From an optimization exercise on the open Yosys and OpenROAD flow, aimed at small area and a short achievable clock period; shortcuts taken in it are not production practice.
Only simulation tests tie the RTL to the original design; equivalence was not proved.
Power figures rest on the tool's default switching activity, not on a simulated workload.

`flow/flow/run.sh`:
```
#!/bin/bash
set -e
export SETUP_SLACK_MARGIN=6.0
bash standard.sh > standard.log 2>&1
```
`flow/constraint.sdc`:
```
create_clock -name core_clock -period 11.0 [get_ports {clock}]
set_input_delay 2.2000 -clock core_clock [delete_from_list [all_inputs] [get_ports {clock}]]
set_output_delay 2.2000 -clock core_clock [all_outputs]
set_load 0.01 [all_outputs]
```
`flow/config.mk`:
```
export PLATFORM = sky130hd
export DESIGN_NAME = processor
export DESIGN_NICKNAME = processor
export VERILOG_FILES = /design/flow/design.v
export SDC_FILE = /design/flow/constraint.sdc
export NUM_CORES = 4
export LEC_CHECK = 0
export ABC_CLOCK_PERIOD_IN_PS = 5000
export CAP_MARGIN = 20
export CORE_MARGIN = 2
export CORE_UTILIZATION = 35
export CTS_BUF_LIST = sky130_fd_sc_hd__clkbuf_8
export CTS_CLUSTER_DIAMETER = 60
export CTS_CLUSTER_SIZE = 16
export SLEW_MARGIN = 20
```
`flow/standard.sh`:
```
#!/bin/bash
# synth_recipe.tcl (not shown) runs the flow's synth.tcl, then flattens the netlist and writes it again
# the make line also repeats each setting of config.mk as NAME=value (left out here)
make -C /OpenROAD-flow-scripts/flow DESIGN_CONFIG=/design/flow/config.mk WORK_HOME=/design/flow/orfs CLKGATE_MAP_FILE= SYNTH_SCRIPT=/design/flow/synth_recipe.tcl "${@:-finish}"
```
`flow/design.v`:
```
module mul16(a, b, x, y);
input [15:0] a, b;
output [31:0] x, y;
wire pp0_0 = a[0] & b[0];
wire pp0_1 = a[0] & b[1];
wire pp0_2 = a[0] & b[2];
wire pp0_3 = a[0] & b[3];
wire pp0_4 = a[0] & b[4];
wire pp0_5 = a[0] & b[5];
wire pp0_6 = a[0] & b[6];
wire pp0_7 = a[0] & b[7];
wire pp0_8 = a[0] & b[8];
wire pp0_9 = a[0] & b[9];
wire pp0_10 = a[0] & b[10];
wire pp0_11 = a[0] & b[11];
wire pp0_12 = a[0] & b[12];
wire pp0_13 = a[0] & b[13];
wire pp0_14 = a[0] & b[14];
wire pp0_15 = a[0] & b[15];
wire pp1_0 = a[1] & b[0];
wire pp1_1 = a[1] & b[1];
wire pp1_2 = a[1] & b[2];
wire pp1_3 = a[1] & b[3];
wire pp1_4 = a[1] & b[4];
wire pp1_5 = a[1] & b[5];
wire pp1_6 = a[1] & b[6];
wire pp1_7 = a[1] & b[7];
wire pp1_8 = a[1] & b[8];
wire pp1_9 = a[1] & b[9];
wire pp1_10 = a[1] & b[10];
wire pp1_11 = a[1] & b[11];
wire pp1_12 = a[1] & b[12];
wire pp1_13 = a[1] & b[13];
wire pp1_14 = a[1] & b[14];
wire pp1_15 = a[1] & b[15];
wire pp2_0 = a[2] & b[0];
wire pp2_1 = a[2] & b[1];
wire pp2_2 = a[2] & b[2];
wire pp2_3 = a[2] & b[3];
wire pp2_4 = a[2] & b[4];
wire pp2_5 = a[2] & b[5];
wire pp2_6 = a[2] & b[6];
wire pp2_7 = a[2] & b[7];
wire pp2_8 = a[2] & b[8];
wire pp2_9 = a[2] & b[9];
wire pp2_10 = a[2] & b[10];
wire pp2_11 = a[2] & b[11];
wire pp2_12 = a[2] & b[12];
wire pp2_13 = a[2] & b[13];
wire pp2_14 = a[2] & b[14];
wire pp2_15 = a[2] & b[15];
wire pp3_0 = a[3] & b[0];
wire pp3_1 = a[3] & b[1];
wire pp3_2 = a[3] & b[2];
wire pp3_3 = a[3] & b[3];
wire pp3_4 = a[3] & b[4];
wire pp3_5 = a[3] & b[5];
wire pp3_6 = a[3] & b[6];
wire pp3_7 = a[3] & b[7];
wire pp3_8 = a[3] & b[8];
wire pp3_9 = a[3] & b[9];
wire pp3_10 = a[3] & b[10];
wire pp3_11 = a[3] & b[11];
wire pp3_12 = a[3] & b[12];
wire pp3_13 = a[3] & b[13];
wire pp3_14 = a[3] & b[14];
wire pp3_15 = a[3] & b[15];
wire pp4_0 = a[4] & b[0];
wire pp4_1 = a[4] & b[1];
wire pp4_2 = a[4] & b[2];
wire pp4_3 = a[4] & b[3];
wire pp4_4 = a[4] & b[4];
wire pp4_5 = a[4] & b[5];
wire pp4_6 = a[4] & b[6];
wire pp4_7 = a[4] & b[7];
wire pp4_8 = a[4] & b[8];
wire pp4_9 = a[4] & b[9];
wire pp4_10 = a[4] & b[10];
wire pp4_11 = a[4] & b[11];
wire pp4_12 = a[4] & b[12];
wire pp4_13 = a[4] & b[13];
wire pp4_14 = a[4] & b[14];
wire pp4_15 = a[4] & b[15];
wire pp5_0 = a[5] & b[0];
wire pp5_1 = a[5] & b[1];
wire pp5_2 = a[5] & b[2];
wire pp5_3 = a[5] & b[3];
wire pp5_4 = a[5] & b[4];
wire pp5_5 = a[5] & b[5];
wire pp5_6 = a[5] & b[6];
wire pp5_7 = a[5] & b[7];
wire pp5_8 = a[5] & b[8];
wire pp5_9 = a[5] & b[9];
wire pp5_10 = a[5] & b[10];
wire pp5_11 = a[5] & b[11];
wire pp5_12 = a[5] & b[12];
wire pp5_13 = a[5] & b[13];
wire pp5_14 = a[5] & b[14];
wire pp5_15 = a[5] & b[15];
wire pp6_0 = a[6] & b[0];
wire pp6_1 = a[6] & b[1];
wire pp6_2 = a[6] & b[2];
wire pp6_3 = a[6] & b[3];
wire pp6_4 = a[6] & b[4];
wire pp6_5 = a[6] & b[5];
wire pp6_6 = a[6] & b[6];
wire pp6_7 = a[6] & b[7];
wire pp6_8 = a[6] & b[8];
wire pp6_9 = a[6] & b[9];
wire pp6_10 = a[6] & b[10];
wire pp6_11 = a[6] & b[11];
wire pp6_12 = a[6] & b[12];
wire pp6_13 = a[6] & b[13];
wire pp6_14 = a[6] & b[14];
wire pp6_15 = a[6] & b[15];
wire pp7_0 = a[7] & b[0];
wire pp7_1 = a[7] & b[1];
wire pp7_2 = a[7] & b[2];
wire pp7_3 = a[7] & b[3];
wire pp7_4 = a[7] & b[4];
wire pp7_5 = a[7] & b[5];
wire pp7_6 = a[7] & b[6];
wire pp7_7 = a[7] & b[7];
wire pp7_8 = a[7] & b[8];
wire pp7_9 = a[7] & b[9];
wire pp7_10 = a[7] & b[10];
wire pp7_11 = a[7] & b[11];
wire pp7_12 = a[7] & b[12];
wire pp7_13 = a[7] & b[13];
wire pp7_14 = a[7] & b[14];
wire pp7_15 = a[7] & b[15];
wire pp8_0 = a[8] & b[0];
wire pp8_1 = a[8] & b[1];
wire pp8_2 = a[8] & b[2];
wire pp8_3 = a[8] & b[3];
wire pp8_4 = a[8] & b[4];
wire pp8_5 = a[8] & b[5];
wire pp8_6 = a[8] & b[6];
wire pp8_7 = a[8] & b[7];
wire pp8_8 = a[8] & b[8];
wire pp8_9 = a[8] & b[9];
wire pp8_10 = a[8] & b[10];
wire pp8_11 = a[8] & b[11];
wire pp8_12 = a[8] & b[12];
wire pp8_13 = a[8] & b[13];
wire pp8_14 = a[8] & b[14];
wire pp8_15 = a[8] & b[15];
wire pp9_0 = a[9] & b[0];
wire pp9_1 = a[9] & b[1];
wire pp9_2 = a[9] & b[2];
wire pp9_3 = a[9] & b[3];
wire pp9_4 = a[9] & b[4];
wire pp9_5 = a[9] & b[5];
wire pp9_6 = a[9] & b[6];
wire pp9_7 = a[9] & b[7];
wire pp9_8 = a[9] & b[8];
wire pp9_9 = a[9] & b[9];
wire pp9_10 = a[9] & b[10];
wire pp9_11 = a[9] & b[11];
wire pp9_12 = a[9] & b[12];
wire pp9_13 = a[9] & b[13];
wire pp9_14 = a[9] & b[14];
wire pp9_15 = a[9] & b[15];
wire pp10_0 = a[10] & b[0];
wire pp10_1 = a[10] & b[1];
wire pp10_2 = a[10] & b[2];
wire pp10_3 = a[10] & b[3];
wire pp10_4 = a[10] & b[4];
wire pp10_5 = a[10] & b[5];
wire pp10_6 = a[10] & b[6];
wire pp10_7 = a[10] & b[7];
wire pp10_8 = a[10] & b[8];
wire pp10_9 = a[10] & b[9];
wire pp10_10 = a[10] & b[10];
wire pp10_11 = a[10] & b[11];
wire pp10_12 = a[10] & b[12];
wire pp10_13 = a[10] & b[13];
wire pp10_14 = a[10] & b[14];
wire pp10_15 = a[10] & b[15];
wire pp11_0 = a[11] & b[0];
wire pp11_1 = a[11] & b[1];
wire pp11_2 = a[11] & b[2];
wire pp11_3 = a[11] & b[3];
wire pp11_4 = a[11] & b[4];
wire pp11_5 = a[11] & b[5];
wire pp11_6 = a[11] & b[6];
wire pp11_7 = a[11] & b[7];
wire pp11_8 = a[11] & b[8];
wire pp11_9 = a[11] & b[9];
wire pp11_10 = a[11] & b[10];
wire pp11_11 = a[11] & b[11];
wire pp11_12 = a[11] & b[12];
wire pp11_13 = a[11] & b[13];
wire pp11_14 = a[11] & b[14];
wire pp11_15 = a[11] & b[15];
wire pp12_0 = a[12] & b[0];
wire pp12_1 = a[12] & b[1];
wire pp12_2 = a[12] & b[2];
wire pp12_3 = a[12] & b[3];
wire pp12_4 = a[12] & b[4];
wire pp12_5 = a[12] & b[5];
wire pp12_6 = a[12] & b[6];
wire pp12_7 = a[12] & b[7];
wire pp12_8 = a[12] & b[8];
wire pp12_9 = a[12] & b[9];
wire pp12_10 = a[12] & b[10];
wire pp12_11 = a[12] & b[11];
wire pp12_12 = a[12] & b[12];
wire pp12_13 = a[12] & b[13];
wire pp12_14 = a[12] & b[14];
wire pp12_15 = a[12] & b[15];
wire pp13_0 = a[13] & b[0];
wire pp13_1 = a[13] & b[1];
wire pp13_2 = a[13] & b[2];
wire pp13_3 = a[13] & b[3];
wire pp13_4 = a[13] & b[4];
wire pp13_5 = a[13] & b[5];
wire pp13_6 = a[13] & b[6];
wire pp13_7 = a[13] & b[7];
wire pp13_8 = a[13] & b[8];
wire pp13_9 = a[13] & b[9];
wire pp13_10 = a[13] & b[10];
wire pp13_11 = a[13] & b[11];
wire pp13_12 = a[13] & b[12];
wire pp13_13 = a[13] & b[13];
wire pp13_14 = a[13] & b[14];
wire pp13_15 = a[13] & b[15];
wire pp14_0 = a[14] & b[0];
wire pp14_1 = a[14] & b[1];
wire pp14_2 = a[14] & b[2];
wire pp14_3 = a[14] & b[3];
wire pp14_4 = a[14] & b[4];
wire pp14_5 = a[14] & b[5];
wire pp14_6 = a[14] & b[6];
wire pp14_7 = a[14] & b[7];
wire pp14_8 = a[14] & b[8];
wire pp14_9 = a[14] & b[9];
wire pp14_10 = a[14] & b[10];
wire pp14_11 = a[14] & b[11];
wire pp14_12 = a[14] & b[12];
wire pp14_13 = a[14] & b[13];
wire pp14_14 = a[14] & b[14];
wire pp14_15 = a[14] & b[15];
wire pp15_0 = a[15] & b[0];
wire pp15_1 = a[15] & b[1];
wire pp15_2 = a[15] & b[2];
wire pp15_3 = a[15] & b[3];
wire pp15_4 = a[15] & b[4];
wire pp15_5 = a[15] & b[5];
wire pp15_6 = a[15] & b[6];
wire pp15_7 = a[15] & b[7];
wire pp15_8 = a[15] & b[8];
wire pp15_9 = a[15] & b[9];
wire pp15_10 = a[15] & b[10];
wire pp15_11 = a[15] & b[11];
wire pp15_12 = a[15] & b[12];
wire pp15_13 = a[15] & b[13];
wire pp15_14 = a[15] & b[14];
wire pp15_15 = a[15] & b[15];
wire s0 = pp0_13 ^ pp1_12;
wire c0 = pp0_13 & pp1_12;
wire s1 = pp0_14 ^ pp1_13 ^ pp2_12;
wire c1 = (pp0_14 & pp1_13) | (pp0_14 & pp2_12) | (pp1_13 & pp2_12);
wire s2 = pp3_11 ^ pp4_10;
wire c2 = pp3_11 & pp4_10;
wire s3 = pp0_15 ^ pp1_14 ^ pp2_13;
wire c3 = (pp0_15 & pp1_14) | (pp0_15 & pp2_13) | (pp1_14 & pp2_13);
wire s4 = pp3_12 ^ pp4_11 ^ pp5_10;
wire c4 = (pp3_12 & pp4_11) | (pp3_12 & pp5_10) | (pp4_11 & pp5_10);
wire s5 = pp6_9 ^ pp7_8;
wire c5 = pp6_9 & pp7_8;
wire s6 = pp1_15 ^ pp2_14 ^ pp3_13;
wire c6 = (pp1_15 & pp2_14) | (pp1_15 & pp3_13) | (pp2_14 & pp3_13);
wire s7 = pp4_12 ^ pp5_11 ^ pp6_10;
wire c7 = (pp4_12 & pp5_11) | (pp4_12 & pp6_10) | (pp5_11 & pp6_10);
wire s8 = pp7_9 ^ pp8_8;
wire c8 = pp7_9 & pp8_8;
wire s9 = pp2_15 ^ pp3_14 ^ pp4_13;
wire c9 = (pp2_15 & pp3_14) | (pp2_15 & pp4_13) | (pp3_14 & pp4_13);
wire s10 = pp5_12 ^ pp6_11 ^ pp7_10;
wire c10 = (pp5_12 & pp6_11) | (pp5_12 & pp7_10) | (pp6_11 & pp7_10);
wire s11 = pp3_15 ^ pp4_14 ^ pp5_13;
wire c11 = (pp3_15 & pp4_14) | (pp3_15 & pp5_13) | (pp4_14 & pp5_13);
wire s12 = pp0_9 ^ pp1_8;
wire c12 = pp0_9 & pp1_8;
wire s13 = pp0_10 ^ pp1_9 ^ pp2_8;
wire c13 = (pp0_10 & pp1_9) | (pp0_10 & pp2_8) | (pp1_9 & pp2_8);
wire s14 = pp3_7 ^ pp4_6;
wire c14 = pp3_7 & pp4_6;
wire s15 = pp0_11 ^ pp1_10 ^ pp2_9;
wire c15 = (pp0_11 & pp1_10) | (pp0_11 & pp2_9) | (pp1_10 & pp2_9);
wire s16 = pp3_8 ^ pp4_7 ^ pp5_6;
wire c16 = (pp3_8 & pp4_7) | (pp3_8 & pp5_6) | (pp4_7 & pp5_6);
wire s17 = pp6_5 ^ pp7_4;
wire c17 = pp6_5 & pp7_4;
wire s18 = pp0_12 ^ pp1_11 ^ pp2_10;
wire c18 = (pp0_12 & pp1_11) | (pp0_12 & pp2_10) | (pp1_11 & pp2_10);
wire s19 = pp3_9 ^ pp4_8 ^ pp5_7;
wire c19 = (pp3_9 & pp4_8) | (pp3_9 & pp5_7) | (pp4_8 & pp5_7);
wire s20 = pp6_6 ^ pp7_5 ^ pp8_4;
wire c20 = (pp6_6 & pp7_5) | (pp6_6 & pp8_4) | (pp7_5 & pp8_4);
wire s21 = pp9_3 ^ pp10_2;
wire c21 = pp9_3 & pp10_2;
wire s22 = pp2_11 ^ pp3_10 ^ pp4_9;
wire c22 = (pp2_11 & pp3_10) | (pp2_11 & pp4_9) | (pp3_10 & pp4_9);
wire s23 = pp5_8 ^ pp6_7 ^ pp7_6;
wire c23 = (pp5_8 & pp6_7) | (pp5_8 & pp7_6) | (pp6_7 & pp7_6);
wire s24 = pp8_5 ^ pp9_4 ^ pp10_3;
wire c24 = (pp8_5 & pp9_4) | (pp8_5 & pp10_3) | (pp9_4 & pp10_3);
wire s25 = pp11_2 ^ pp12_1 ^ pp13_0;
wire c25 = (pp11_2 & pp12_1) | (pp11_2 & pp13_0) | (pp12_1 & pp13_0);
wire s26 = pp5_9 ^ pp6_8 ^ pp7_7;
wire c26 = (pp5_9 & pp6_8) | (pp5_9 & pp7_7) | (pp6_8 & pp7_7);
wire s27 = pp8_6 ^ pp9_5 ^ pp10_4;
wire c27 = (pp8_6 & pp9_5) | (pp8_6 & pp10_4) | (pp9_5 & pp10_4);
wire s28 = pp11_3 ^ pp12_2 ^ pp13_1;
wire c28 = (pp11_3 & pp12_2) | (pp11_3 & pp13_1) | (pp12_2 & pp13_1);
wire s29 = pp14_0 ^ s1 ^ s2;
wire c29 = (pp14_0 & s1) | (pp14_0 & s2) | (s1 & s2);
wire s30 = pp8_7 ^ pp9_6 ^ pp10_5;
wire c30 = (pp8_7 & pp9_6) | (pp8_7 & pp10_5) | (pp9_6 & pp10_5);
wire s31 = pp11_4 ^ pp12_3 ^ pp13_2;
wire c31 = (pp11_4 & pp12_3) | (pp11_4 & pp13_2) | (pp12_3 & pp13_2);
wire s32 = pp14_1 ^ pp15_0 ^ s3;
wire c32 = (pp14_1 & pp15_0) | (pp14_1 & s3) | (pp15_0 & s3);
wire s33 = s4 ^ s5 ^ c1;
wire c33 = (s4 & s5) | (s4 & c1) | (s5 & c1);
wire s34 = pp9_7 ^ pp10_6 ^ pp11_5;
wire c34 = (pp9_7 & pp10_6) | (pp9_7 & pp11_5) | (pp10_6 & pp11_5);
wire s35 = pp12_4 ^ pp13_3 ^ pp14_2;
wire c35 = (pp12_4 & pp13_3) | (pp12_4 & pp14_2) | (pp13_3 & pp14_2);
wire s36 = pp15_1 ^ s6 ^ s7;
wire c36 = (pp15_1 & s6) | (pp15_1 & s7) | (s6 & s7);
wire s37 = s8 ^ c3 ^ c4;
wire c37 = (s8 & c3) | (s8 & c4) | (c3 & c4);
wire s38 = pp8_9 ^ pp9_8 ^ pp10_7;
wire c38 = (pp8_9 & pp9_8) | (pp8_9 & pp10_7) | (pp9_8 & pp10_7);
wire s39 = pp11_6 ^ pp12_5 ^ pp13_4;
wire c39 = (pp11_6 & pp12_5) | (pp11_6 & pp13_4) | (pp12_5 & pp13_4);
wire s40 = pp14_3 ^ pp15_2 ^ s9;
wire c40 = (pp14_3 & pp15_2) | (pp14_3 & s9) | (pp15_2 & s9);
wire s41 = s10 ^ c6 ^ c7;
wire c41 = (s10 & c6) | (s10 & c7) | (c6 & c7);
wire s42 = pp6_12 ^ pp7_11 ^ pp8_10;
wire c42 = (pp6_12 & pp7_11) | (pp6_12 & pp8_10) | (pp7_11 & pp8_10);
wire s43 = pp9_9 ^ pp10_8 ^ pp11_7;
wire c43 = (pp9_9 & pp10_8) | (pp9_9 & pp11_7) | (pp10_8 & pp11_7);
wire s44 = pp12_6 ^ pp13_5 ^ pp14_4;
wire c44 = (pp12_6 & pp13_5) | (pp12_6 & pp14_4) | (pp13_5 & pp14_4);
wire s45 = pp15_3 ^ s11 ^ c9;
wire c45 = (pp15_3 & s11) | (pp15_3 & c9) | (s11 & c9);
wire s46 = pp4_15 ^ pp5_14 ^ pp6_13;
wire c46 = (pp4_15 & pp5_14) | (pp4_15 & pp6_13) | (pp5_14 & pp6_13);
wire s47 = pp7_12 ^ pp8_11 ^ pp9_10;
wire c47 = (pp7_12 & pp8_11) | (pp7_12 & pp9_10) | (pp8_11 & pp9_10);
wire s48 = pp10_9 ^ pp11_8 ^ pp12_7;
wire c48 = (pp10_9 & pp11_8) | (pp10_9 & pp12_7) | (pp11_8 & pp12_7);
wire s49 = pp13_6 ^ pp14_5 ^ pp15_4;
wire c49 = (pp13_6 & pp14_5) | (pp13_6 & pp15_4) | (pp14_5 & pp15_4);
wire s50 = pp5_15 ^ pp6_14 ^ pp7_13;
wire c50 = (pp5_15 & pp6_14) | (pp5_15 & pp7_13) | (pp6_14 & pp7_13);
wire s51 = pp8_12 ^ pp9_11 ^ pp10_10;
wire c51 = (pp8_12 & pp9_11) | (pp8_12 & pp10_10) | (pp9_11 & pp10_10);
wire s52 = pp11_9 ^ pp12_8 ^ pp13_7;
wire c52 = (pp11_9 & pp12_8) | (pp11_9 & pp13_7) | (pp12_8 & pp13_7);
wire s53 = pp6_15 ^ pp7_14 ^ pp8_13;
wire c53 = (pp6_15 & pp7_14) | (pp6_15 & pp8_13) | (pp7_14 & pp8_13);
wire s54 = pp9_12 ^ pp10_11 ^ pp11_10;
wire c54 = (pp9_12 & pp10_11) | (pp9_12 & pp11_10) | (pp10_11 & pp11_10);
wire s55 = pp7_15 ^ pp8_14 ^ pp9_13;
wire c55 = (pp7_15 & pp8_14) | (pp7_15 & pp9_13) | (pp8_14 & pp9_13);
wire s56 = pp0_6 ^ pp1_5;
wire c56 = pp0_6 & pp1_5;
wire s57 = pp0_7 ^ pp1_6 ^ pp2_5;
wire c57 = (pp0_7 & pp1_6) | (pp0_7 & pp2_5) | (pp1_6 & pp2_5);
wire s58 = pp3_4 ^ pp4_3;
wire c58 = pp3_4 & pp4_3;
wire s59 = pp0_8 ^ pp1_7 ^ pp2_6;
wire c59 = (pp0_8 & pp1_7) | (pp0_8 & pp2_6) | (pp1_7 & pp2_6);
wire s60 = pp3_5 ^ pp4_4 ^ pp5_3;
wire c60 = (pp3_5 & pp4_4) | (pp3_5 & pp5_3) | (pp4_4 & pp5_3);
wire s61 = pp6_2 ^ pp7_1;
wire c61 = pp6_2 & pp7_1;
wire s62 = pp2_7 ^ pp3_6 ^ pp4_5;
wire c62 = (pp2_7 & pp3_6) | (pp2_7 & pp4_5) | (pp3_6 & pp4_5);
wire s63 = pp5_4 ^ pp6_3 ^ pp7_2;
wire c63 = (pp5_4 & pp6_3) | (pp5_4 & pp7_2) | (pp6_3 & pp7_2);
wire s64 = pp8_1 ^ pp9_0 ^ s12;
wire c64 = (pp8_1 & pp9_0) | (pp8_1 & s12) | (pp9_0 & s12);
wire s65 = pp5_5 ^ pp6_4 ^ pp7_3;
wire c65 = (pp5_5 & pp6_4) | (pp5_5 & pp7_3) | (pp6_4 & pp7_3);
wire s66 = pp8_2 ^ pp9_1 ^ pp10_0;
wire c66 = (pp8_2 & pp9_1) | (pp8_2 & pp10_0) | (pp9_1 & pp10_0);
wire s67 = s13 ^ s14 ^ c12;
wire c67 = (s13 & s14) | (s13 & c12) | (s14 & c12);
wire s68 = pp8_3 ^ pp9_2 ^ pp10_1;
wire c68 = (pp8_3 & pp9_2) | (pp8_3 & pp10_1) | (pp9_2 & pp10_1);
wire s69 = pp11_0 ^ s15 ^ s16;
wire c69 = (pp11_0 & s15) | (pp11_0 & s16) | (s15 & s16);
wire s70 = s17 ^ c13 ^ c14;
wire c70 = (s17 & c13) | (s17 & c14) | (c13 & c14);
wire s71 = pp11_1 ^ pp12_0 ^ s18;
wire c71 = (pp11_1 & pp12_0) | (pp11_1 & s18) | (pp12_0 & s18);
wire s72 = s19 ^ s20 ^ s21;
wire c72 = (s19 & s20) | (s19 & s21) | (s20 & s21);
wire s73 = c15 ^ c16 ^ c17;
wire c73 = (c15 & c16) | (c15 & c17) | (c16 & c17);
wire s74 = s0 ^ s22 ^ s23;
wire c74 = (s0 & s22) | (s0 & s23) | (s22 & s23);
wire s75 = s24 ^ s25 ^ c18;
wire c75 = (s24 & s25) | (s24 & c18) | (s25 & c18);
wire s76 = c19 ^ c20 ^ c21;
wire c76 = (c19 & c20) | (c19 & c21) | (c20 & c21);
wire s77 = c0 ^ s26 ^ s27;
wire c77 = (c0 & s26) | (c0 & s27) | (s26 & s27);
wire s78 = s28 ^ s29 ^ c22;
wire c78 = (s28 & s29) | (s28 & c22) | (s29 & c22);
wire s79 = c23 ^ c24 ^ c25;
wire c79 = (c23 & c24) | (c23 & c25) | (c24 & c25);
wire s80 = c2 ^ s30 ^ s31;
wire c80 = (c2 & s30) | (c2 & s31) | (s30 & s31);
wire s81 = s32 ^ s33 ^ c26;
wire c81 = (s32 & s33) | (s32 & c26) | (s33 & c26);
wire s82 = c27 ^ c28 ^ c29;
wire c82 = (c27 & c28) | (c27 & c29) | (c28 & c29);
wire s83 = c5 ^ s34 ^ s35;
wire c83 = (c5 & s34) | (c5 & s35) | (s34 & s35);
wire s84 = s36 ^ s37 ^ c30;
wire c84 = (s36 & s37) | (s36 & c30) | (s37 & c30);
wire s85 = c31 ^ c32 ^ c33;
wire c85 = (c31 & c32) | (c31 & c33) | (c32 & c33);
wire s86 = c8 ^ s38 ^ s39;
wire c86 = (c8 & s38) | (c8 & s39) | (s38 & s39);
wire s87 = s40 ^ s41 ^ c34;
wire c87 = (s40 & s41) | (s40 & c34) | (s41 & c34);
wire s88 = c35 ^ c36 ^ c37;
wire c88 = (c35 & c36) | (c35 & c37) | (c36 & c37);
wire s89 = c10 ^ s42 ^ s43;
wire c89 = (c10 & s42) | (c10 & s43) | (s42 & s43);
wire s90 = s44 ^ s45 ^ c38;
wire c90 = (s44 & s45) | (s44 & c38) | (s45 & c38);
wire s91 = c39 ^ c40 ^ c41;
wire c91 = (c39 & c40) | (c39 & c41) | (c40 & c41);
wire s92 = c11 ^ s46 ^ s47;
wire c92 = (c11 & s46) | (c11 & s47) | (s46 & s47);
wire s93 = s48 ^ s49 ^ c42;
wire c93 = (s48 & s49) | (s48 & c42) | (s49 & c42);
wire s94 = c43 ^ c44 ^ c45;
wire c94 = (c43 & c44) | (c43 & c45) | (c44 & c45);
wire s95 = pp14_6 ^ pp15_5 ^ s50;
wire c95 = (pp14_6 & pp15_5) | (pp14_6 & s50) | (pp15_5 & s50);
wire s96 = s51 ^ s52 ^ c46;
wire c96 = (s51 & s52) | (s51 & c46) | (s52 & c46);
wire s97 = c47 ^ c48 ^ c49;
wire c97 = (c47 & c48) | (c47 & c49) | (c48 & c49);
wire s98 = pp12_9 ^ pp13_8 ^ pp14_7;
wire c98 = (pp12_9 & pp13_8) | (pp12_9 & pp14_7) | (pp13_8 & pp14_7);
wire s99 = pp15_6 ^ s53 ^ s54;
wire c99 = (pp15_6 & s53) | (pp15_6 & s54) | (s53 & s54);
wire s100 = c50 ^ c51 ^ c52;
wire c100 = (c50 & c51) | (c50 & c52) | (c51 & c52);
wire s101 = pp10_12 ^ pp11_11 ^ pp12_10;
wire c101 = (pp10_12 & pp11_11) | (pp10_12 & pp12_10) | (pp11_11 & pp12_10);
wire s102 = pp13_9 ^ pp14_8 ^ pp15_7;
wire c102 = (pp13_9 & pp14_8) | (pp13_9 & pp15_7) | (pp14_8 & pp15_7);
wire s103 = s55 ^ c53 ^ c54;
wire c103 = (s55 & c53) | (s55 & c54) | (c53 & c54);
wire s104 = pp8_15 ^ pp9_14 ^ pp10_13;
wire c104 = (pp8_15 & pp9_14) | (pp8_15 & pp10_13) | (pp9_14 & pp10_13);
wire s105 = pp11_12 ^ pp12_11 ^ pp13_10;
wire c105 = (pp11_12 & pp12_11) | (pp11_12 & pp13_10) | (pp12_11 & pp13_10);
wire s106 = pp14_9 ^ pp15_8 ^ c55;
wire c106 = (pp14_9 & pp15_8) | (pp14_9 & c55) | (pp15_8 & c55);
wire s107 = pp9_15 ^ pp10_14 ^ pp11_13;
wire c107 = (pp9_15 & pp10_14) | (pp9_15 & pp11_13) | (pp10_14 & pp11_13);
wire s108 = pp12_12 ^ pp13_11 ^ pp14_10;
wire c108 = (pp12_12 & pp13_11) | (pp12_12 & pp14_10) | (pp13_11 & pp14_10);
wire s109 = pp10_15 ^ pp11_14 ^ pp12_13;
wire c109 = (pp10_15 & pp11_14) | (pp10_15 & pp12_13) | (pp11_14 & pp12_13);
wire s110 = pp0_4 ^ pp1_3;
wire c110 = pp0_4 & pp1_3;
wire s111 = pp0_5 ^ pp1_4 ^ pp2_3;
wire c111 = (pp0_5 & pp1_4) | (pp0_5 & pp2_3) | (pp1_4 & pp2_3);
wire s112 = pp3_2 ^ pp4_1;
wire c112 = pp3_2 & pp4_1;
wire s113 = pp2_4 ^ pp3_3 ^ pp4_2;
wire c113 = (pp2_4 & pp3_3) | (pp2_4 & pp4_2) | (pp3_3 & pp4_2);
wire s114 = pp5_1 ^ pp6_0 ^ s56;
wire c114 = (pp5_1 & pp6_0) | (pp5_1 & s56) | (pp6_0 & s56);
wire s115 = pp5_2 ^ pp6_1 ^ pp7_0;
wire c115 = (pp5_2 & pp6_1) | (pp5_2 & pp7_0) | (pp6_1 & pp7_0);
wire s116 = s57 ^ s58 ^ c56;
wire c116 = (s57 & s58) | (s57 & c56) | (s58 & c56);
wire s117 = pp8_0 ^ s59 ^ s60;
wire c117 = (pp8_0 & s59) | (pp8_0 & s60) | (s59 & s60);
wire s118 = s61 ^ c57 ^ c58;
wire c118 = (s61 & c57) | (s61 & c58) | (c57 & c58);
wire s119 = s62 ^ s63 ^ s64;
wire c119 = (s62 & s63) | (s62 & s64) | (s63 & s64);
wire s120 = c59 ^ c60 ^ c61;
wire c120 = (c59 & c60) | (c59 & c61) | (c60 & c61);
wire s121 = s65 ^ s66 ^ s67;
wire c121 = (s65 & s66) | (s65 & s67) | (s66 & s67);
wire s122 = c62 ^ c63 ^ c64;
wire c122 = (c62 & c63) | (c62 & c64) | (c63 & c64);
wire s123 = s68 ^ s69 ^ s70;
wire c123 = (s68 & s69) | (s68 & s70) | (s69 & s70);
wire s124 = c65 ^ c66 ^ c67;
wire c124 = (c65 & c66) | (c65 & c67) | (c66 & c67);
wire s125 = s71 ^ s72 ^ s73;
wire c125 = (s71 & s72) | (s71 & s73) | (s72 & s73);
wire s126 = c68 ^ c69 ^ c70;
wire c126 = (c68 & c69) | (c68 & c70) | (c69 & c70);
wire s127 = s74 ^ s75 ^ s76;
wire c127 = (s74 & s75) | (s74 & s76) | (s75 & s76);
wire s128 = c71 ^ c72 ^ c73;
wire c128 = (c71 & c72) | (c71 & c73) | (c72 & c73);
wire s129 = s77 ^ s78 ^ s79;
wire c129 = (s77 & s78) | (s77 & s79) | (s78 & s79);
wire s130 = c74 ^ c75 ^ c76;
wire c130 = (c74 & c75) | (c74 & c76) | (c75 & c76);
wire s131 = s80 ^ s81 ^ s82;
wire c131 = (s80 & s81) | (s80 & s82) | (s81 & s82);
wire s132 = c77 ^ c78 ^ c79;
wire c132 = (c77 & c78) | (c77 & c79) | (c78 & c79);
wire s133 = s83 ^ s84 ^ s85;
wire c133 = (s83 & s84) | (s83 & s85) | (s84 & s85);
wire s134 = c80 ^ c81 ^ c82;
wire c134 = (c80 & c81) | (c80 & c82) | (c81 & c82);
wire s135 = s86 ^ s87 ^ s88;
wire c135 = (s86 & s87) | (s86 & s88) | (s87 & s88);
wire s136 = c83 ^ c84 ^ c85;
wire c136 = (c83 & c84) | (c83 & c85) | (c84 & c85);
wire s137 = s89 ^ s90 ^ s91;
wire c137 = (s89 & s90) | (s89 & s91) | (s90 & s91);
wire s138 = c86 ^ c87 ^ c88;
wire c138 = (c86 & c87) | (c86 & c88) | (c87 & c88);
wire s139 = s92 ^ s93 ^ s94;
wire c139 = (s92 & s93) | (s92 & s94) | (s93 & s94);
wire s140 = c89 ^ c90 ^ c91;
wire c140 = (c89 & c90) | (c89 & c91) | (c90 & c91);
wire s141 = s95 ^ s96 ^ s97;
wire c141 = (s95 & s96) | (s95 & s97) | (s96 & s97);
wire s142 = c92 ^ c93 ^ c94;
wire c142 = (c92 & c93) | (c92 & c94) | (c93 & c94);
wire s143 = s98 ^ s99 ^ s100;
wire c143 = (s98 & s99) | (s98 & s100) | (s99 & s100);
wire s144 = c95 ^ c96 ^ c97;
wire c144 = (c95 & c96) | (c95 & c97) | (c96 & c97);
wire s145 = s101 ^ s102 ^ s103;
wire c145 = (s101 & s102) | (s101 & s103) | (s102 & s103);
wire s146 = c98 ^ c99 ^ c100;
wire c146 = (c98 & c99) | (c98 & c100) | (c99 & c100);
wire s147 = s104 ^ s105 ^ s106;
wire c147 = (s104 & s105) | (s104 & s106) | (s105 & s106);
wire s148 = c101 ^ c102 ^ c103;
wire c148 = (c101 & c102) | (c101 & c103) | (c102 & c103);
wire s149 = pp15_9 ^ s107 ^ s108;
wire c149 = (pp15_9 & s107) | (pp15_9 & s108) | (s107 & s108);
wire s150 = c104 ^ c105 ^ c106;
wire c150 = (c104 & c105) | (c104 & c106) | (c105 & c106);
wire s151 = pp13_12 ^ pp14_11 ^ pp15_10;
wire c151 = (pp13_12 & pp14_11) | (pp13_12 & pp15_10) | (pp14_11 & pp15_10);
wire s152 = s109 ^ c107 ^ c108;
wire c152 = (s109 & c107) | (s109 & c108) | (c107 & c108);
wire s153 = pp11_15 ^ pp12_14 ^ pp13_13;
wire c153 = (pp11_15 & pp12_14) | (pp11_15 & pp13_13) | (pp12_14 & pp13_13);
wire s154 = pp14_12 ^ pp15_11 ^ c109;
wire c154 = (pp14_12 & pp15_11) | (pp14_12 & c109) | (pp15_11 & c109);
wire s155 = pp12_15 ^ pp13_14 ^ pp14_13;
wire c155 = (pp12_15 & pp13_14) | (pp12_15 & pp14_13) | (pp13_14 & pp14_13);
wire s156 = pp0_3 ^ pp1_2;
wire c156 = pp0_3 & pp1_2;
wire s157 = pp2_2 ^ pp3_1 ^ pp4_0;
wire c157 = (pp2_2 & pp3_1) | (pp2_2 & pp4_0) | (pp3_1 & pp4_0);
wire s158 = pp5_0 ^ s111 ^ s112;
wire c158 = (pp5_0 & s111) | (pp5_0 & s112) | (s111 & s112);
wire s159 = s113 ^ s114 ^ c111;
wire c159 = (s113 & s114) | (s113 & c111) | (s114 & c111);
wire s160 = s115 ^ s116 ^ c113;
wire c160 = (s115 & s116) | (s115 & c113) | (s116 & c113);
wire s161 = s117 ^ s118 ^ c115;
wire c161 = (s117 & s118) | (s117 & c115) | (s118 & c115);
wire s162 = s119 ^ s120 ^ c117;
wire c162 = (s119 & s120) | (s119 & c117) | (s120 & c117);
wire s163 = s121 ^ s122 ^ c119;
wire c163 = (s121 & s122) | (s121 & c119) | (s122 & c119);
wire s164 = s123 ^ s124 ^ c121;
wire c164 = (s123 & s124) | (s123 & c121) | (s124 & c121);
wire s165 = s125 ^ s126 ^ c123;
wire c165 = (s125 & s126) | (s125 & c123) | (s126 & c123);
wire s166 = s127 ^ s128 ^ c125;
wire c166 = (s127 & s128) | (s127 & c125) | (s128 & c125);
wire s167 = s129 ^ s130 ^ c127;
wire c167 = (s129 & s130) | (s129 & c127) | (s130 & c127);
wire s168 = s131 ^ s132 ^ c129;
wire c168 = (s131 & s132) | (s131 & c129) | (s132 & c129);
wire s169 = s133 ^ s134 ^ c131;
wire c169 = (s133 & s134) | (s133 & c131) | (s134 & c131);
wire s170 = s135 ^ s136 ^ c133;
wire c170 = (s135 & s136) | (s135 & c133) | (s136 & c133);
wire s171 = s137 ^ s138 ^ c135;
wire c171 = (s137 & s138) | (s137 & c135) | (s138 & c135);
wire s172 = s139 ^ s140 ^ c137;
wire c172 = (s139 & s140) | (s139 & c137) | (s140 & c137);
wire s173 = s141 ^ s142 ^ c139;
wire c173 = (s141 & s142) | (s141 & c139) | (s142 & c139);
wire s174 = s143 ^ s144 ^ c141;
wire c174 = (s143 & s144) | (s143 & c141) | (s144 & c141);
wire s175 = s145 ^ s146 ^ c143;
wire c175 = (s145 & s146) | (s145 & c143) | (s146 & c143);
wire s176 = s147 ^ s148 ^ c145;
wire c176 = (s147 & s148) | (s147 & c145) | (s148 & c145);
wire s177 = s149 ^ s150 ^ c147;
wire c177 = (s149 & s150) | (s149 & c147) | (s150 & c147);
wire s178 = s151 ^ s152 ^ c149;
wire c178 = (s151 & s152) | (s151 & c149) | (s152 & c149);
wire s179 = s153 ^ s154 ^ c151;
wire c179 = (s153 & s154) | (s153 & c151) | (s154 & c151);
wire s180 = pp15_12 ^ s155 ^ c153;
wire c180 = (pp15_12 & s155) | (pp15_12 & c153) | (s155 & c153);
wire s181 = pp13_15 ^ pp14_14 ^ pp15_13;
wire c181 = (pp13_15 & pp14_14) | (pp13_15 & pp15_13) | (pp14_14 & pp15_13);
wire s182 = pp0_2 ^ pp1_1;
wire c182 = pp0_2 & pp1_1;
wire s183 = pp2_1 ^ pp3_0 ^ s156;
wire c183 = (pp2_1 & pp3_0) | (pp2_1 & s156) | (pp3_0 & s156);
wire s184 = s110 ^ s157 ^ c156;
wire c184 = (s110 & s157) | (s110 & c156) | (s157 & c156);
wire s185 = c110 ^ s158 ^ c157;
wire c185 = (c110 & s158) | (c110 & c157) | (s158 & c157);
wire s186 = c112 ^ s159 ^ c158;
wire c186 = (c112 & s159) | (c112 & c158) | (s159 & c158);
wire s187 = c114 ^ s160 ^ c159;
wire c187 = (c114 & s160) | (c114 & c159) | (s160 & c159);
wire s188 = c116 ^ s161 ^ c160;
wire c188 = (c116 & s161) | (c116 & c160) | (s161 & c160);
wire s189 = c118 ^ s162 ^ c161;
wire c189 = (c118 & s162) | (c118 & c161) | (s162 & c161);
wire s190 = c120 ^ s163 ^ c162;
wire c190 = (c120 & s163) | (c120 & c162) | (s163 & c162);
wire s191 = c122 ^ s164 ^ c163;
wire c191 = (c122 & s164) | (c122 & c163) | (s164 & c163);
wire s192 = c124 ^ s165 ^ c164;
wire c192 = (c124 & s165) | (c124 & c164) | (s165 & c164);
wire s193 = c126 ^ s166 ^ c165;
wire c193 = (c126 & s166) | (c126 & c165) | (s166 & c165);
wire s194 = c128 ^ s167 ^ c166;
wire c194 = (c128 & s167) | (c128 & c166) | (s167 & c166);
wire s195 = c130 ^ s168 ^ c167;
wire c195 = (c130 & s168) | (c130 & c167) | (s168 & c167);
wire s196 = c132 ^ s169 ^ c168;
wire c196 = (c132 & s169) | (c132 & c168) | (s169 & c168);
wire s197 = c134 ^ s170 ^ c169;
wire c197 = (c134 & s170) | (c134 & c169) | (s170 & c169);
wire s198 = c136 ^ s171 ^ c170;
wire c198 = (c136 & s171) | (c136 & c170) | (s171 & c170);
wire s199 = c138 ^ s172 ^ c171;
wire c199 = (c138 & s172) | (c138 & c171) | (s172 & c171);
wire s200 = c140 ^ s173 ^ c172;
wire c200 = (c140 & s173) | (c140 & c172) | (s173 & c172);
wire s201 = c142 ^ s174 ^ c173;
wire c201 = (c142 & s174) | (c142 & c173) | (s174 & c173);
wire s202 = c144 ^ s175 ^ c174;
wire c202 = (c144 & s175) | (c144 & c174) | (s175 & c174);
wire s203 = c146 ^ s176 ^ c175;
wire c203 = (c146 & s176) | (c146 & c175) | (s176 & c175);
wire s204 = c148 ^ s177 ^ c176;
wire c204 = (c148 & s177) | (c148 & c176) | (s177 & c176);
wire s205 = c150 ^ s178 ^ c177;
wire c205 = (c150 & s178) | (c150 & c177) | (s178 & c177);
wire s206 = c152 ^ s179 ^ c178;
wire c206 = (c152 & s179) | (c152 & c178) | (s179 & c178);
wire s207 = c154 ^ s180 ^ c179;
wire c207 = (c154 & s180) | (c154 & c179) | (s180 & c179);
wire s208 = c155 ^ s181 ^ c180;
wire c208 = (c155 & s181) | (c155 & c180) | (s181 & c180);
wire s209 = pp14_15 ^ pp15_14 ^ c181;
wire c209 = (pp14_15 & pp15_14) | (pp14_15 & c181) | (pp15_14 & c181);
assign x = {1'b0, pp15_15, s209, s208, s207, s206, s205, s204, s203, s202, s201, s200, s199, s198, s197, s196, s195, s194, s193, s192, s191, s190, s189, s188, s187, s186, s185, s184, s183, pp2_0, pp0_1, pp0_0};
assign y = {1'b0, c209, c208, c207, c206, c205, c204, c203, c202, c201, c200, c199, c198, c197, c196, c195, c194, c193, c192, c191, c190, c189, c188, c187, c186, c185, c184, c183, c182, s182, pp1_0, 1'b0};
endmodule
module processor(clock,reset,imem_addr,imem_data,wb_en,wb_addr,wb_data,flags);
input clock,reset;
output [7:0] imem_addr;
input [15:0] imem_data;
output wb_en;
output [2:0] wb_addr;
output [15:0] wb_data;
output [3:0] flags;
reg [7:0] pc;
reg [15:0] ir;
reg [3:0] fl;             
reg [15:0] rf [0:7];
reg [7:0] rv;
reg [15:0] dm [0:9];
reg [9:0] dv;
reg [14:0] hx, hy;       
reg hc;
reg [3:0] alo;            
reg ac4;                  
reg [15:0] lo;
reg hlv;
integer j;
reg [15:0] opa, opb;      
reg s_sum, s_shl, s_shr, s_or, s_and, s_mem, s_lo, s_hi;
wire [3:0] op = ir[3:0];
wire [2:0] rd = ir[6:4];
wire [2:0] f  = ir[15:13];
wire [5:0] c6 = ir[15:10];
wire [15:0] sx = {1'b0, {9{c6[5]}}, c6};
reg nm;                   
wire mulN;
wire fZ = fl[3], fN = nm ? mulN : fl[2], fC = fl[1], fV = fl[0];
wire [15:0] A = opa;
wire [15:0] B = opb;
wire [16:0] sum = {1'b0, A} + {1'b0, B};
wire [16:0] shl = {1'b0, A} << f;
reg [15:0] shr;
integer bi;
always @* for (bi = 0; bi < 16; bi = bi + 1) shr[bi] = shl[15 - bi];
wire addok = (op == 4'd0) & ((f == 3'd0) | ((f == 3'd1) & fN) | ((f == 3'd2) & fZ));
wire [16:0] res = ({17{s_sum}} & sum) | ({17{s_shl}} & shl) | ({17{s_shr}} & {1'b0, shr}) |
                  ({17{s_or}} & {1'b0, A | B}) | ({17{s_and}} & {1'b0, A & B});
wire ahi_p = (A[15:5] == 11'h7ff) | (A[15:5] == 11'h000);
wire ahi_n = A[15] & (A[14:6] == 9'h000);
wire a5ok = (A[5] ^ c6[5]) == (A[4] | c6[4]);
wire ahi0 = (c6[5] ? ahi_n : ahi_p) & a5ok & ~(A[4] ^ c6[4] ^ ac4);
wire [9:0] hit = {10{ahi0}} & (10'd1 << alo);
wire [9:0] msel = 10'd1 << alo;
reg [15:0] mword;
always @* begin
  mword = 16'd0;
  for (j = 0; j < 10; j = j + 1)
    mword = mword | ({16{msel[j] & dv[j]}} & dm[j]) | ({16{msel[j] & ~dv[j]}} & (16'h4000 | j));
end
wire [15:0] mdata = ahi0 ? mword : 16'd0;
wire [31:0] mx, my;
mul16 u_mul(.a(A), .b(B), .x(mx), .y(my));
wire [16:0] P = {1'b0, mx[15:0]} + {1'b0, my[15:0]};    
wire [16:0] hsum2 = {1'b0, hx, hc} + {1'b0, hy, hc};
wire mpz_d = &((mx[31:17] ^ my[31:17]) ~^ (mx[30:16] | my[30:16])) & ~(P[16] ^ mx[16] ^ my[16]);
reg mpz;
assign mulN = mpz & lo[15];
wire [15:0] wd = res[15:0] | ({16{s_mem}} & mdata) | ({16{s_lo & hlv}} & lo) |
                 ({16{s_hi & hlv}} & {1'b0, hsum2[16:2]});
wire we = addok | (op == 4'd1) | (op == 4'd2) | (op == 4'd3) | (op == 4'd4) |
          (op == 4'd5) | (op == 4'd6) | (op == 4'd7) | (op == 4'd11) | (op == 4'd12);
wire setfl = addok | (op == 4'd1) | (op == 4'd2) | (op == 4'd3) | (op == 4'd4) | (op == 4'd5);
wire st = (op == 4'd8);
wire mul = (op == 4'd10);
always @(posedge clock) begin
  if (we) rf[rd] <= wd;
  for (j = 0; j < 10; j = j + 1)
    if (st & hit[j]) dm[j] <= B;
  if (mul) begin
    hx <= mx[30:16];
    hy <= my[30:16];
    hc <= P[16];
    mpz <= mpz_d;
    lo <= P[15:0];
  end
end
always @(posedge clock, posedge reset) begin
  if (reset) begin
    rv <= 8'd0;
    dv <= 10'd0;
    hlv <= 1'b0;
  end else begin
    if (we) rv[rd] <= 1'b1;
    for (j = 0; j < 10; j = j + 1)
      if (st & hit[j]) dv[j] <= 1'b1;
    if (mul) hlv <= 1'b1;
  end
end
always @(posedge clock, posedge reset) begin
  if (reset) begin
    fl <= 4'd0;
    nm <= 1'b0;
  end else if (setfl) begin
    fl <= {res == 17'd0, res[16:15] == 2'b01, (op == 4'd0) & res[16], res[16]};
    nm <= 1'b0;
  end else if (mul) begin
    fl <= {(A == 16'd0) | (B == 16'd0), 3'b000};
    nm <= 1'b1;
  end
end
wire [3:0] nop = imem_data[3:0];
wire [2:0] nrs = imem_data[9:7];
wire [2:0] nrt = (nop == 4'd8) ? imem_data[6:4] : imem_data[12:10];
wire [5:0] nc6 = imem_data[15:10];
wire [15:0] nsx = {1'b0, {9{nc6[5]}}, nc6};
wire nimm = (nop == 4'd5) | (nop == 4'd6);
wire nli = (nop == 4'd6);
wire [7:0] sela = {8{~nli}} & rv & (8'd1 << nrs);
wire [7:0] selb = rv & (8'd1 << nrt);
reg [15:0] rA, rB;
always @* begin
  rA = 16'd0;
  rB = 16'd0;
  for (j = 0; j < 8; j = j + 1) begin
    rA = rA | ({16{sela[j]}} & rf[j]);
    rB = rB | ({16{selb[j]}} & rf[j]);
  end
end
wire fwa = we & (rd == nrs) & ~nli;
wire nsr = (nop == 4'd2);
wire [15:0] ra_in = fwa ? wd : rA;
reg [15:0] ra_rev;
always @* for (bi = 0; bi < 16; bi = bi + 1) ra_rev[bi] = ra_in[15 - bi];
wire fwb = we & (rd == nrt);
wire brc = (op == 4'd9) & (((f == 3'd1) & fN) | ((f == 3'd2) & fZ) | ((f == 3'd3) & fV) | ((f == 3'd4) & fC));
wire jmp = (op == 4'd9) & (f == 3'd0);
always @(posedge clock, posedge reset) begin
  if (reset) begin
    pc <= 8'd0;
    ir <= 16'd0;
    s_sum <= 1'b0;            
    s_shl <= 1'b0;
    s_shr <= 1'b0;
    s_or <= 1'b0;
    s_and <= 1'b0;
    s_mem <= 1'b0;
    s_lo <= 1'b0;
    s_hi <= 1'b0;
  end else begin
    ir <= imem_data;
    s_sum <= (nop == 4'd0) | (nop == 4'd5) | (nop == 4'd6);
    s_shl <= (nop == 4'd1);
    s_shr <= (nop == 4'd2);
    s_or <= (nop == 4'd3);
    s_and <= (nop == 4'd4);
    s_mem <= (nop == 4'd7);
    s_lo <= (nop == 4'd11);
    s_hi <= (nop == 4'd12);
    if (jmp) pc <= pc + ir[11:4];
    else if (brc) pc <= ir[11:4];
    else pc <= pc + 8'd1;
  end
end
always @(posedge clock) begin
  opa <= nsr ? ra_rev : ra_in;
  opb <= nimm ? nsx : fwb ? wd : rB;
  {ac4, alo} <= ra_in[3:0] + nsx[3:0];
end
assign imem_addr = pc;
assign wb_en = we;
assign wb_addr = rd;
assign wb_data = wd;
assign flags = {fZ, fN, fC, fV};
endmodule
```
==> summary.md, run 1 <==
| Metric | Value |
|---|---|
| CTS buffer count | `40` |
| Max incr delay on CP | `0.63 ns` |
| CP max-delay cell | `or4_4` |
| Mapped Area | `27,400 µm²` |
| Final Cycle Share | `50.5%` |
| Final setup violating endpoints | `0` |
| Int Pwr | `4.58 mW` |
| Fin nets | `2,996` |
| Kind of cell adding the most delay to the critical path | `compound AO/OA/AOI/OAI gates` |
| WP data required | `8.80 ns` |
| Clock-pin slew on the worst setup and hold paths | `0.10 ns` |
| Cts hold-fix bufs | `0` |
| Post-synth EDFFs | `336` |
| Area Growth Syn to Fin | `22.1%` |
| CP Capture Type | `primary output` |
| Initial antenna violation count | `2` |
| Num ports | `50` |
| Register bit total from synthesis | `428` |
| Post-Syn Instances | `2,445` |
| Pre-antenna DRT Iters | `6` |
| RSZ-0062 raised after global routing | `true` |
| FF+latch area | `12,300 µm²` |
| Average wire per standard cell | `26.2 µm` |
| Chip height | `284 µm` |
| Area leader, netlist | `edfxtp_1` |
| Syn nets | `2,769` |
| Total grt overflow | `0` |
| Fraction of registers with async set or reset after synthesis | `12.9%` |
| CP max FO | `6` |
| Die Wd | `284 µm` |
| Vias in the first global route | `21,900` |
| Most common cell after layout, fill and taps aside | `edfxtp_1` |
| FMAX | `180 MHz` |
| Root Buffer | `clkbuf_8` |
| Post-DP HPWL | `65.2 mm` |
| Main synth FF type | `edfxtp_1` |
| Max-slew violations | `0` |
| Multi-input logic area | `14,900 µm²` |
| Area of the core | `77,500 µm²` |
| Number of remaining DRC errors | `0` |
| Pwr dens | `242 nW/µm²` |
| Area share of the largest cell type after synthesis | `36.8%` |
| Sequential area share after synthesis | `44.6%` |
| Top post-synthesis cells by area | `edfxtp_1, fa_1, dfrtp_1` |
| Filler instances | `7,184` |
| Starting Density | `35.3%` |
| Status | `timing/DRC/antenna clean` |
| Clk latency of the worst-skew pair | `0.70 ns` |
| Crit start category | `flop` |
| First-pass GRT wire length | `145 mm` |
| Period minus WS final | `5.56 ns` |
| Routed WL | `98.2 mm` |
| Power share of the combinational group | `59.4%` |
| Sequential Power Share | `27.7%` |
| Tightest Hold Check Type | `reg -> reg` |
| RD Place Congestion | `0.959` |
| Slew HR | `17.1%` |
| Avg Vias per Cell | `5.76` |
| Starting DRT DRC Count | `2,514` |
| Utilization after layout | `43.2%` |
| Longest Clk Path Bufs | `3` |
| Mapped Avg Cell Area | `11.2 µm²` |
| CP bufs+invs | `3` |
| Sw frac | `43.4%` |
| CTS tree | `yes` |
| Worst VDD drop | `0.212 mV` |
| Power, Total | `8.09 mW` |
| Worst Path Arrival | `3.36 ns` |
| LEAKAGE | `12.7 nW` |
| Switching power of the nets | `3.51 mW` |
| Rows | `102` |
| Total Die Area | `80,500 µm²` |
| Clk pwr share | `13.0%` |
| WS Path Type | `reg -> out` |
| H-tree depth | `2` |
| Slew of the pin with the lowest slew margin | `1.24 ns` |
| Max-Cap Viols | `0` |
| Layout cells sized above 1 | `24.7%` |
| Final Hold Fails | `0` |
| Port Buf Inserts | `49` |
| Setup TNS | `0 ns` |
| Most frequent cells in the layout | `edfxtp_1, inv_1, buf_4, nor2_1, fa_1` |
| Clock Skew | `0.0492 ns` |
| Clk sink count | `428` |
| Yosys warns | `2` |
| Count of cell types in the netlist | `86` |
| ANT nets after route | `0` |
| WHS | `0.503 ns` |
| Largest net degree at the start of global routing | `56` |
| Via total after detailed routing | `21,600` |
| GR Util All Layers | `24.0%` |
| Crit path cell chain | `buf_12 > clkinvlp_4 > ha_4 > a21oi_4 > o2111ai_4 > a31oi_1 > xor2_1 > o221ai_2 > or4_4 > buf_6` |
[what timing repair did]
item	CTS	global route
cloned	2	0
pin swaps	78	54
endpoints found under the setup margin	44	39
buffers inserted	182	38
gates resized for setup	433	83
[logic make-up (layout without fill, tap and decap cells)]
logic type	after synthesis	count (layout)	synth area share [%]
AOI/OAI and AO/OA	503	503	13.3
buffers and inverters	427	685	6.05
other	0	2	0
xor gates and xnor gates	67	67	2.14
muxes	57	57	2.73
and+or+nand+nor	657	657	11.7
adders and majority gates	306	306	19.4
DFF	428	428	44.6
[state kept, by name, indices dropped and copies added (netlist names), 4 cells and up]
name / flops
alo: 4
dm: 160
dv: 10
fl: 4
hx: 15
hy: 15
ir: 15
lo: 16
opa: 16
opb: 16
pc: 8
rf: 128
rv: 8
[per-stage QoR]
stage / cells / instance area, µm² / setup WS (ns)
2_1_floorplan: 2445 / 27400 / 5.94
3_3_place_gp: 3448 / 29100 / 4.48
3_5_place_dp: 3448 / 29100 / 4.46
4_1_cts: 3705 / 32800 / 5.48
5_1_grt: 3744 / 33400 / 5.38
6_report: 3745 / 33400 / 5.44
[metal layers]
metal | part of all wire (%) | track usage, % | wire length, µm | vias up
li1 | - | - | - | 9220
met2 | 45 | 37.2 | 44100 | 1246
met4 | 4.5 | 10.5 | 4430 | 2
met5 | 0.013 | 0 | 13 | -
met3 | 9.9 | 5.31 | 9770 | 204
met1 | 41 | 32.3 | 39900 | 10900
[power groups by stage]
stage	combinational [mW]	clock (mW)	sequential, mW
5_1_grt	5.33	1.12	2.25
3_5_place_dp	3.82	0	2.30
2_1_floorplan	2.75	0	2.17
3_3_place_gp	3.77	0	2.29
4_1_cts	4.52	1.05	2.24
6_report	4.80	1.05	2.24
[path summary, 6_finish.rpt]
path | slack, ns | to | depth (start not counted) | start
hold reg to reg | 0.50 | rv[6] | 1 | rv[6]
setup / recovery | 5.44 | wb_data[7] | 10 | opb[1]
hold / removal | 0.50 | rv[6] | 1 | rv[6]
min in group asynchronous | 2.02 | dv[3] | 3 | reset
setup reg to reg | 5.56 | rf[1][4] | 34 | opb[1]
max in group asynchronous | 8.38 | ir[15] | 3 | reset
[synth_stat cells, types with 13 or more instances]
master / count
edfxtp_1: 336
inv_1: 284
nor2_1: 247
fa_1: 199
nand2_1: 142
ha_1: 107
clkbuf_1: 105
a22oi_1: 104
o21ai_0: 86
dfrtp_1: 55
a221oi_1: 50
a21oi_1: 49
nand4_1: 45
a22o_1: 43
dfxtp_1: 37
xnor2_1: 37
mux2i_1: 32
nor3_1: 32
nand3_1: 31
xor2_1: 30
and3_1: 26
nand2b_1: 19
nor2b_1: 19
o211ai_1: 18
buf_2: 17
a31oi_1: 16
and2_1: 15
a21o_1: 13
mux2_2: 13
or2_2: 13
[cell type report]
class	count	area share, %
inverters	289	3.64
clock buffers	40	1.65
flip-flops and latches	428	36.9
multi-input cells	1590	44.6
well taps	1040	3.89
clock inverters	33	0.864
diodes	2	0.0150
repair buffers	323	8.51
==> run 2, diff against run 1 <==
==> flow/flow/run.sh (replaced) <==
#!/bin/bash
set -e
export SETUP_SLACK_MARGIN=5.5
bash standard.sh > standard.log 2>&1
--- a/flow/config.mk
+++ b/flow/config.mk
@@ -9,5 +9,5 @@
 export CAP_MARGIN = 20
 export CORE_MARGIN = 2
-export CORE_UTILIZATION = 35
+export CORE_UTILIZATION = 50
 export CTS_BUF_LIST = sky130_fd_sc_hd__clkbuf_8
 export CTS_CLUSTER_DIAMETER = 60
==> summary.md, run 2 <==
| Metric | Value |
|---|---|
| Top post-synthesis cells by area | `edfxtp_1, fa_1, dfrtp_1` |
| Largest register FFs | `160 (unchanged)` |
| Syn nets | `2,769 (unchanged)` |
| Total Die Area | `56,700 µm² (-30%)` |
| Xor and xnor area share after synthesis | `2.14% (unchanged)` |
| Power share of the combinational group | `58.8% (-0.6 points)` |
| Power, Total | `8.03 mW (-0.80%)` |
| Yosys warns | `2 (unchanged)` |
| Post-synth EDFFs | `336 (unchanged)` |
| Area Growth Syn to Fin | `18.9%` |
| Rows | `85 (-17%)` |
| Most frequent cells in the layout | `edfxtp_1, inv_1, nor2_1, buf_4, fa_1` |
| Clock-pin slew on the worst setup and hold paths | `0.09 ns (about the same)` |
| Max-Cap Viols | `0 (unchanged)` |
| Final Cycle Share | `51.4% (+0.92 points)` |
| Synth Area in Adders | `19.4% (unchanged)` |
| Starting DRT DRC Count | `2,390 (-4.9%)` |
| Status | `timing/DRC/antenna clean` |
| Number of remaining DRC errors | `0 (unchanged)` |
| Largest net degree at the start of global routing | `56 (unchanged)` |
| Post-DP HPWL | `63.9 mm (-2.1%)` |
| Routed length on met3 | `9.54 mm (-2.4%)` |
| Main synth FF type | `edfxtp_1` |
| Post-Syn Instances | `2,445 (unchanged)` |
| Setup TNS | `0 ns (unchanged)` |
| Longest Clk Path Bufs | `3 (unchanged)` |
| Register bit total from synthesis | `428 (unchanged)` |
| Pwr dens | `247 nW/µm² (+1.9%)` |
| Via total after detailed routing | `21,500 (-0.28%)` |
| Chip height | `238 µm (-16%)` |
| Mapped Avg Cell Area | `11.2 µm² (unchanged)` |
| Slew HR | `37.9% (+21 points)` |
| Vias in the first global route | `21,600 (-1.2%)` |
| WS Path Type | `reg -> out` |
| Fin nets | `2,973 (-0.77%)` |
| Initial antenna violation count | `2 (unchanged)` |
| Layout cells sized above 1 | `22.0% (-2.8 points)` |
| Switching power of the nets | `3.47 mW (-1.1%)` |
| Sequential area share after synthesis | `44.6% (unchanged)` |
| Commonest cells in the netlist | `edfxtp_1, inv_1, nor2_1` |
| WP data required | `8.80 ns (about the same)` |
| Tightest Hold Check Type | `reg -> reg` |
| Routed WL | `95.3 mm (-3.0%)` |
| Filler instances | `4,402 (-39%)` |
| LEAKAGE | `12.7 nW (-0.64%)` |
| Area leader, netlist | `edfxtp_1` |
| Utilization after layout | `60.2% (+17 points)` |
| ANT nets after route | `0 (unchanged)` |
| Final setup violating endpoints | `0 (unchanged)` |
| Metal2 WL | `42.4 mm (-3.7%)` |
| Worst VDD drop | `0.427 mV (+100%)` |
| Multiplexer share of the synthesized area | `2.73% (unchanged)` |
| First-pass GRT wire length | `140 mm (-3.1%)` |
| Worst Path Arrival | `3.46 ns (+0.10 ns)` |
| Fraction of registers with async set or reset after synthesis | `12.9% (unchanged)` |
| RSZ-0062 raised after global routing | `true` |
| Count leader, synth | `edfxtp_1` |
| Clock Skew | `0.0381 ns (-0.0112 ns)` |
| RD Place Congestion | `0.964 (+0.51%)` |
| Clk pwr share | `13.6% (+0.6 points)` |
| Met1 Wirelength | `38.2 mm (-4.3%)` |
| Cts hold-fix bufs | `0 (unchanged)` |
| Num ports | `50 (unchanged)` |
| Root Buffer | `clkbuf_8` |
| Max-slew violations | `0 (unchanged)` |
| Synth Area in Compound Gates | `13.3% (unchanged)` |
| FMAX | `177 MHz (-1.8%)` |
| Synth Area in Simple Gates | `11.7% (unchanged)` |
| CTS buffer count | `42 (+5.0%)` |
| Slew of the pin with the lowest slew margin | `0.929 ns (-0.315 ns)` |
| Clk latency of the worst-skew pair | `0.66 ns (-0.04 ns)` |
| Top sig layer | `met5` |
| Biggest regs | `dm (160), rf (128)` |
| CP max FO | `7 (+1)` |
| Period minus WS final | `5.66 ns (+0.101 ns)` |
| Diode count | `0 (-2)` |
| H-tree depth | `2 (unchanged)` |
| Total grt overflow | `0 (unchanged)` |
| Int Pwr | `4.55 mW (-0.57%)` |
| Port Buf Inserts | `49 (unchanged)` |
| Clk sink count | `428 (unchanged)` |
| Count of cell types in the netlist | `86 (unchanged)` |
| Area of the core | `54,000 µm² (-30%)` |
| Pre-antenna DRT Iters | `8 (+2)` |
| Average wire per standard cell | `28.2 µm (+7.5%)` |
| Avg Vias per Cell | `6.37 (+11%)` |
| Crit start category | `flop` |
| Largest Register | `dm` |
| Final Hold Fails | `0 (unchanged)` |
| Area share of the largest cell type after synthesis | `36.8% (unchanged)` |
| CTS tree | `yes` |
| Main combinational cell family by area after synthesis | `adder cells` |
| Die Wd | `238 µm (-16%)` |
| Sw frac | `43.3% (-0.13 points)` |
| Mapped Area | `27,400 µm² (unchanged)` |
| GR Util All Layers | `33.8% (+9.8 points)` |
| Starting Density | `50.7% (+15 points)` |
| CP Capture Type | `primary output` |
| Sequential Power Share | `27.6% (about the same)` |
| Most common cell after layout, fill and taps aside | `edfxtp_1` |
## run 2: cells by family after synthesis
group                      after synthesis
adders and majority gates              306
and+or+nand+nor                        657
buffers and inverters                  427
AOI/OAI and AO/OA                      503
xor gates and xnor gates                67
muxes                                   57
DFF                                    428
## run 2: path summary, 6_finish.rpt
path                            startpoint         end  slack (ns)  cells after the start
worst min register to register       rv[4]       rv[4]        0.52                      1
worst min-delay path                 rv[4]       rv[4]        0.52                      1
min in group asynchronous            reset       pc[2]        2.07                      3
max in group asynchronous            reset      ir[14]        8.41                      3
worst max register to register      opb[0]       fl[3]        5.40                     39
worst max-delay path                ir[14]  wb_data[6]        5.34                     14
## run 2: power by group through the flow
stage	logic [mW]	clock network, mW	registers (mW)
2_1_floorplan	2.74	0	2.17
6_report	4.72	1.09	2.22
3_3_place_gp	3.86	0	2.27
3_5_place_dp	3.89	0	2.27
5_1_grt	5.20	1.17	2.23
4_1_cts	4.40	1.11	2.22
## run 2: final cells by class
class | count | area [µm²] | area share [%]
tap | 696 | 871 | 2.68
clock buffer | 44 | 606 | 1.86
inverter | 289 | 1220 | 3.76
multi-input combinational | 1591 | 14600 | 44.8
sequential | 428 | 12300 | 37.8
clock inverter | 33 | 292 | 0.896
timing repair buffer | 297 | 2660 | 8.18
## run 2: per-layer routing
metal  up-vias  track usage [%]
li1       9167                -
met3       267             8.31
met2      1222             51.6
met4         4             15.8
met5         -                0
met1     10900             45.9
## run 2: through the flow
step	hold slack [ns]	setup WS, ns	cells	instance area (µm²)
after floorplan	0.448	5.67	2445	27400
after global placement	0.483	4.40	3114	28800
after detailed placement	0.496	4.14	3114	28800
after CTS	0.519	5.33	3350	31900
after global routing	0.544	5.23	3378	32600
final	0.518	5.34	3378	32600
## run 2: critical path, stage by stage, from the launching register on
cell,delay [ns]
dfrtp_2,0.42
buf_6,0.11
buf_12,0.12
clkinvlp_4,0.16
ha_4,0.20
xnor2_2,0.16
nor2_1,0.07
a41o_1,0.27
nand4_1,0.16
buf_12,0.15
a31oi_4,0.06
a2111oi_4,0.45
buf_4,0.21
clkinvlp_4,0.11
buf_6,0.13
## run 2: what timing repair did
item / CTS / global route
pin swaps: 47 / 45
buffers inserted: 156 / 28
cloned: 3 / 0
setup endpoints to repair: 29 / 21
gates resized for setup: 313 / 101

[afterwards: timing with drivers on the ports]
In the flow no input, the clock included, has a driving cell. The finished layouts below were timed again as built, in two steps.
Step 1, drivers: a clkbuf_16 drives clock and a buf_2 each remaining input, both assumed.
Step 2 moves the port delays by t, midway between the first and last clock arrival at a register: inputs arrive t later, outputs are due t later. That takes back most of the time a late clock gives input paths.
Slacks: ideal ports / drivers / drivers and shift; pairs: ideal ports / drivers.
| run | t (ns) | setup slack, ns | hold WS [ns] | slew at the worst register clock pin (ns) | pins driven straight from the clock port |
|---|---|---|---|---|---|
| run 1 | 0.737 | 5.442 / 5.378 / 5.457 | 0.503 / 0.503 / 0.503 | 0.11 / 0.11 | 1 |
| run 2 | 0.701 | 5.341 / 5.284 / 4.860 | 0.518 / 0.518 / 0.518 | 0.11 / 0.11 | 1 |
After both steps every run listed still meets setup and hold. For run 2, which loses most, drivers alone change the setup slack by -0.057 ns; drivers and shift together by -0.481 ns.
